Background: an optimization exercise with open tools, aiming at small area, a short achievable clock period and few clock cycles per item. Do not read the settings as production practice.
RTL that was checked went through simulation tests only; none was proved equivalent to the original.

Design fp_sqrt, start of the top module:
module fp_sqrt(reset, clk, i_sign, i_exp, i_frac, ready, o_sign, o_exp, o_frac);
    input reset;
    input clk;
    input i_sign;
    input wire [10:0] i_exp;
    input wire [51:0] i_frac;
    output wire ready;
    output reg o_sign;
    output reg [10:0] o_exp;
    output wire [51:0] o_frac;
    wire [27:0] root;
    always @(posedge clk) begin
        if (reset) begin
            o_sign <= i_sign;
            o_exp  <= (i_exp >> 1) + 11'd511 + i_exp[0];
        end
    end
    integer_sqrt #(.K(2), .S(2)) rooter(.clk(clk), .start(reset), .odd(i_exp[0]),
                        .frac(i_frac), .root(root), .done(ready));
    assign o_frac = {root, 24'd0};
endmodule
For scale: about 1,300 cells after synthesis, ~80 flip-flops, ~130 I/O pins, about 0.0092 mm^2 of cells after synthesis.
clock: 11.0 ns
lec_check: 0
abc_area: 1
abc_clock_period_in_ps: 2500
cap_margin: 20
core_margin: 2
core_utilization: 40
setup_slack_margin: 5
slew_margin: 20
tns_end_percent: 10
standard.sh (not shown) runs the stock make flow with config.mk's settings and CLKGATE_MAP_FILE= SYNTH_SCRIPT=/design/flow/synth_recipe.tcl, a recipe that flattens the netlist after the stock synthesis.
==> flow/flow/run.sh <==
#!/bin/bash
# The standard layout (the standard.sh, standard synthesis unchanged) with
# two changes to how the layout is made: the port buffers use the smallest
# buffer cell, and timing repair aims for 8 ns of setup slack.
set -o pipefail
bash standard.sh "BUFFER_PORTS_ARGS=-buffer_cell sky130_fd_sc_hd__buf_1" SETUP_SLACK_MARGIN=8  finish > flow_make.log 2>&1
The baseline went through all stages and came out clean.
Testbench counts at the start, summed over its fixed seeds: cycles 26,880, items 1,920.
Then changed:
==> flow/flow/run.sh (replaced) <==
#!/bin/bash
# The standard layout (the standard.sh, standard synthesis unchanged) with
# two changes to how the layout is made: the port buffers use the smallest
# buffer cell, and timing repair aims for 7.75 ns of setup slack.
set -o pipefail
bash standard.sh "BUFFER_PORTS_ARGS=-buffer_cell sky130_fd_sc_hd__buf_1" SETUP_SLACK_MARGIN=7.75  finish > flow_make.log 2>&1
Settings changed: CTS_BUF_LIST set to sky130_fd_sc_hd__clkbuf_4 sky130_fd_sc_hd__clkbuf_8, TNS_END_PERCENT 10 to 30.
Result:
- synthesized cell count is unchanged
- routed wire length shrinks by 2.7%
- worst hold slack improves by 0.0080 ns
- fmax hardly moves
Then changed:
Settings changed: CTS_BUF_LIST sky130_fd_sc_hd__clkbuf_4 sky130_fd_sc_hd__clkbuf_8 to unset, GPL_ROUTABILITY_DRIVEN set to 0.
Effect: The new run passed the timing, DRC and antenna checks. Sequential share of layout area increases by 0.14 points. Synthesized cell count is unchanged. Routed wire length falls slightly. Setup slack got worse by 0.076 ns. Global-route usage falls by 0.40 points. Clock skew shrinks by 0.012 ns. Final area is lower slightly. First-iteration DRC count decreases by about a fifth. Die area stays the same.

fp_sqrt again, from the RTL that the note above started with.
Settings: LEC_CHECK=0, ABC_AREA=1, ABC_CLOCK_PERIOD_IN_PS=2500, CAP_MARGIN=20, CORE_MARGIN=2, CORE_UTILIZATION=40, SETUP_SLACK_MARGIN=5, SLEW_MARGIN=20; clock period 11.0 ns.
==> flow/flow/run.sh <==
#!/bin/bash
# The standard layout (the standard.sh, standard synthesis unchanged) with
# two changes to how the layout is made: the port buffers use the smallest
# buffer cell, and timing repair aims for 8 ns of setup slack.
set -o pipefail
bash standard.sh "BUFFER_PORTS_ARGS=-buffer_cell sky130_fd_sc_hd__buf_1" SETUP_SLACK_MARGIN=8  finish > flow_make.log 2>&1
Testbench counts at the start, summed over its fixed seeds: cycles 26,880, items 1,920.
Change:
==> flow/flow/run.sh (replaced) <==
#!/bin/bash
# The standard layout (the standard.sh, standard synthesis unchanged) with
# two changes to how the layout is made: the port buffers use the smallest
# buffer cell, and timing repair aims for 7.75 ns of setup slack.
set -o pipefail
bash standard.sh "BUFFER_PORTS_ARGS=-buffer_cell sky130_fd_sc_hd__buf_1" SETUP_SLACK_MARGIN=7.75  finish > flow_make.log 2>&1
PLACE_DENSITY = 0.75   (was unset)
TNS_END_PERCENT = 30   (was unset)
Result:
- The changed run passed the timing, DRC and antenna checks
- global-route usage drops by 2.6 points
- via count came out lower by 2.9%
- wire length falls by about 7%
- die area is unchanged
- count of clock-buffer cells in the layout does not change
- register-to-register slack is about the same
- flip-flop and latch count stays the same
- synthesized cell count stays the same
- design area fell by about 12%
Change:
==> flow/flow/run.sh (replaced) <==
#!/bin/bash
# The standard layout (the standard.sh, standard synthesis unchanged) with
# two changes to how the layout is made: the port buffers use the smallest
# buffer cell, and timing repair aims for 7.5 ns of setup slack.
set -o pipefail
bash standard.sh "BUFFER_PORTS_ARGS=-buffer_cell sky130_fd_sc_hd__buf_1" SETUP_SLACK_MARGIN=7.5  finish > flow_make.log 2>&1
PLACE_DENSITY = unset   (was 0.75)
TNS_END_PERCENT = unset   (was 30)
Outcome: Global-route usage is about the same. Synthesized cell count stays the same. Die area does not change. Worst hold slack loses 0.0063 ns. Cell count is lower slightly. Routed wire length fell by a few percent.

Setup of job 8833:
Another version of the RTL of fp_sqrt (not shown whole).
For scale: roughly 1100 cells after synthesis, roughly 79 flip-flops, roughly 130 I/O pins, about 8800 µm² of cells after synthesis.
clock: 11.0 ns
lec_check: 0
abc_clock_period_in_ps: 2500
cap_margin: 20
core_margin: 2
core_utilization: 40
setup_slack_margin: 5
slew_margin: 20
==> flow/flow/run.sh <==
#!/bin/bash
# The standard layout (the standard.sh, standard synthesis unchanged) with
# two changes to how the layout is made: the port buffers use the smallest
# buffer cell, and timing repair aims for 6 ns of setup slack.
set -o pipefail
bash standard.sh "BUFFER_PORTS_ARGS=-buffer_cell sky130_fd_sc_hd__buf_1" SETUP_SLACK_MARGIN=6  finish > flow_make.log 2>&1
For job 9729, these inputs were changed with respect to job 8833:
==> flow/flow/run.sh <==
#!/bin/bash
# The standard layout (the standard.sh, standard synthesis unchanged) with
# two changes to how the layout is made: the port buffers use the smallest
# buffer cell, and timing repair aims for 7.5 ns of setup slack.
set -o pipefail
bash standard.sh "BUFFER_PORTS_ARGS=-buffer_cell sky130_fd_sc_hd__buf_1" SETUP_SLACK_MARGIN=7.5  finish > flow_make.log 2>&1
Findings:
- Post-layout instance area, job 8833 and job 9729: lower on job 8833
- Job 8833 → job 9729: post-placement cell area shows an increase of 79 µm²; clock network contribution to total cell area shows a reduction of 0.56 points.
No functional check of the RTL was part of any run of this note.

## v21
RTL: one of the versions met above, not the one the previous note started from.
For scale: ~80 flip-flops, roughly 130 I/O pins, about 0.0092 mm2 of cells after synthesis.
clock: 11.0 ns
lec_check: 0
abc_area: 1
abc_clock_period_in_ps: 2500
cap_margin: 20
core_margin: 2
core_utilization: 40
cts_cluster_diameter: 100
cts_cluster_size: 40
setup_slack_margin: 5
slew_margin: 20
tns_end_percent: 30
==> flow/flow/run.sh <==
#!/bin/bash
# The standard layout (the standard.sh, standard synthesis unchanged) with
# two changes to how the layout is made: the port buffers use the smallest
# buffer cell, and timing repair aims for 7.75 ns of setup slack.
set -o pipefail
bash standard.sh "BUFFER_PORTS_ARGS=-buffer_cell sky130_fd_sc_hd__buf_1" SETUP_SLACK_MARGIN=7.75  finish > flow_make.log 2>&1
Testbench counts of v21, summed over its fixed seeds: cycles 26,880, items 1,920.
What v38 does differently from v21 at the input level:
Settings: CTS_CLUSTER_SIZE: 40 -> unset; CTS_CLUSTER_DIAMETER: 100 -> unset; TNS_END_PERCENT: 30 -> 10.
## What came out
v38 — setup slack 5.7 ps higher, v21 as reference. Going from v21 to v38, clock-cell share of area held.
The inputs of v25 differ from those of v38 as listed below.
Settings: a change of TNS_END_PERCENT from 10 to 30.
==> comparison <==
Compared with v38, in v25 final total negative setup slack stayed essentially flat; hold slack stayed essentially flat.
Against v38, v25 comes in 0.28 points higher on total routing resource utilization after global routing.
v25 and v38 ended up with roughly the same flip-flop and latch share of the layout cell area.
[compare] base=v38 new=v25: maximum net fanout on the critical path -1.

what the ideal ports hide:
In the flow no input, the clock included, has a driving cell. The finished layouts below were timed again as built, in two steps. Step 1 (the two cells are an assumption about what drives the block):
set clk [get_ports {clk}]
set_driving_cell -lib_cell sky130_fd_sc_hd__clkbuf_16 $clk
set_driving_cell -lib_cell sky130_fd_sc_hd__buf_2 [delete_from_list [all_inputs] $clk]
Step 2, shift: input delay + t, output delay - t, t = (earliest + latest rising clock arrival at the registers) / 2. This alone moves slack from input paths to output paths. Slacks: no drivers / after step 1 / after step 2; pairs: no drivers / after step 1.
| run | t, ns | slack for setup (ns) | latest minus earliest clock arrival (ns) |
|---|---|---|---|
| the first run of note 1 | 0.396 | 7.736 / 7.715 / 7.342 | 0.012 / 0.013 |
| the second run of note 1 | 0.419 | 7.726 / 7.684 / 7.339 | 0.024 / 0.024 |
| the third run of note 1 | 0.394 | 7.650 / 7.604 / 7.375 | 0.012 / 0.012 |
| the first run of note 2 | 0.398 | 7.776 / 7.730 / 7.381 | 0.011 / 0.011 |
| the second run of note 2 | 0.404 | 7.708 / 7.660 / 7.339 | 0.012 / 0.012 |
| the third run of note 2 | 0.401 | 7.583 / 7.604 / 7.202 | 0.015 / 0.015 |
| job 8833 | 0.404 | 6.432 / 6.455 / 6.051 | 0.012 / 0.012 |
| job 9729 | 0.399 | 7.464 / 7.425 / 7.026 | 0.011 / 0.011 |
| v21 | 0.404 | 7.729 / 7.680 / 7.355 | 0.015 / 0.015 |
| v38 | 0.403 | 7.735 / 7.684 / 7.360 | 0.012 / 0.012 |
| v25 | 0.404 | 7.729 / 7.680 / 7.355 | 0.015 / 0.015 |
After both steps every run listed still meets setup and hold. The setup slack of job 9729, which loses most, moves by -0.039 ns with the drivers and by -0.438 ns with both steps.
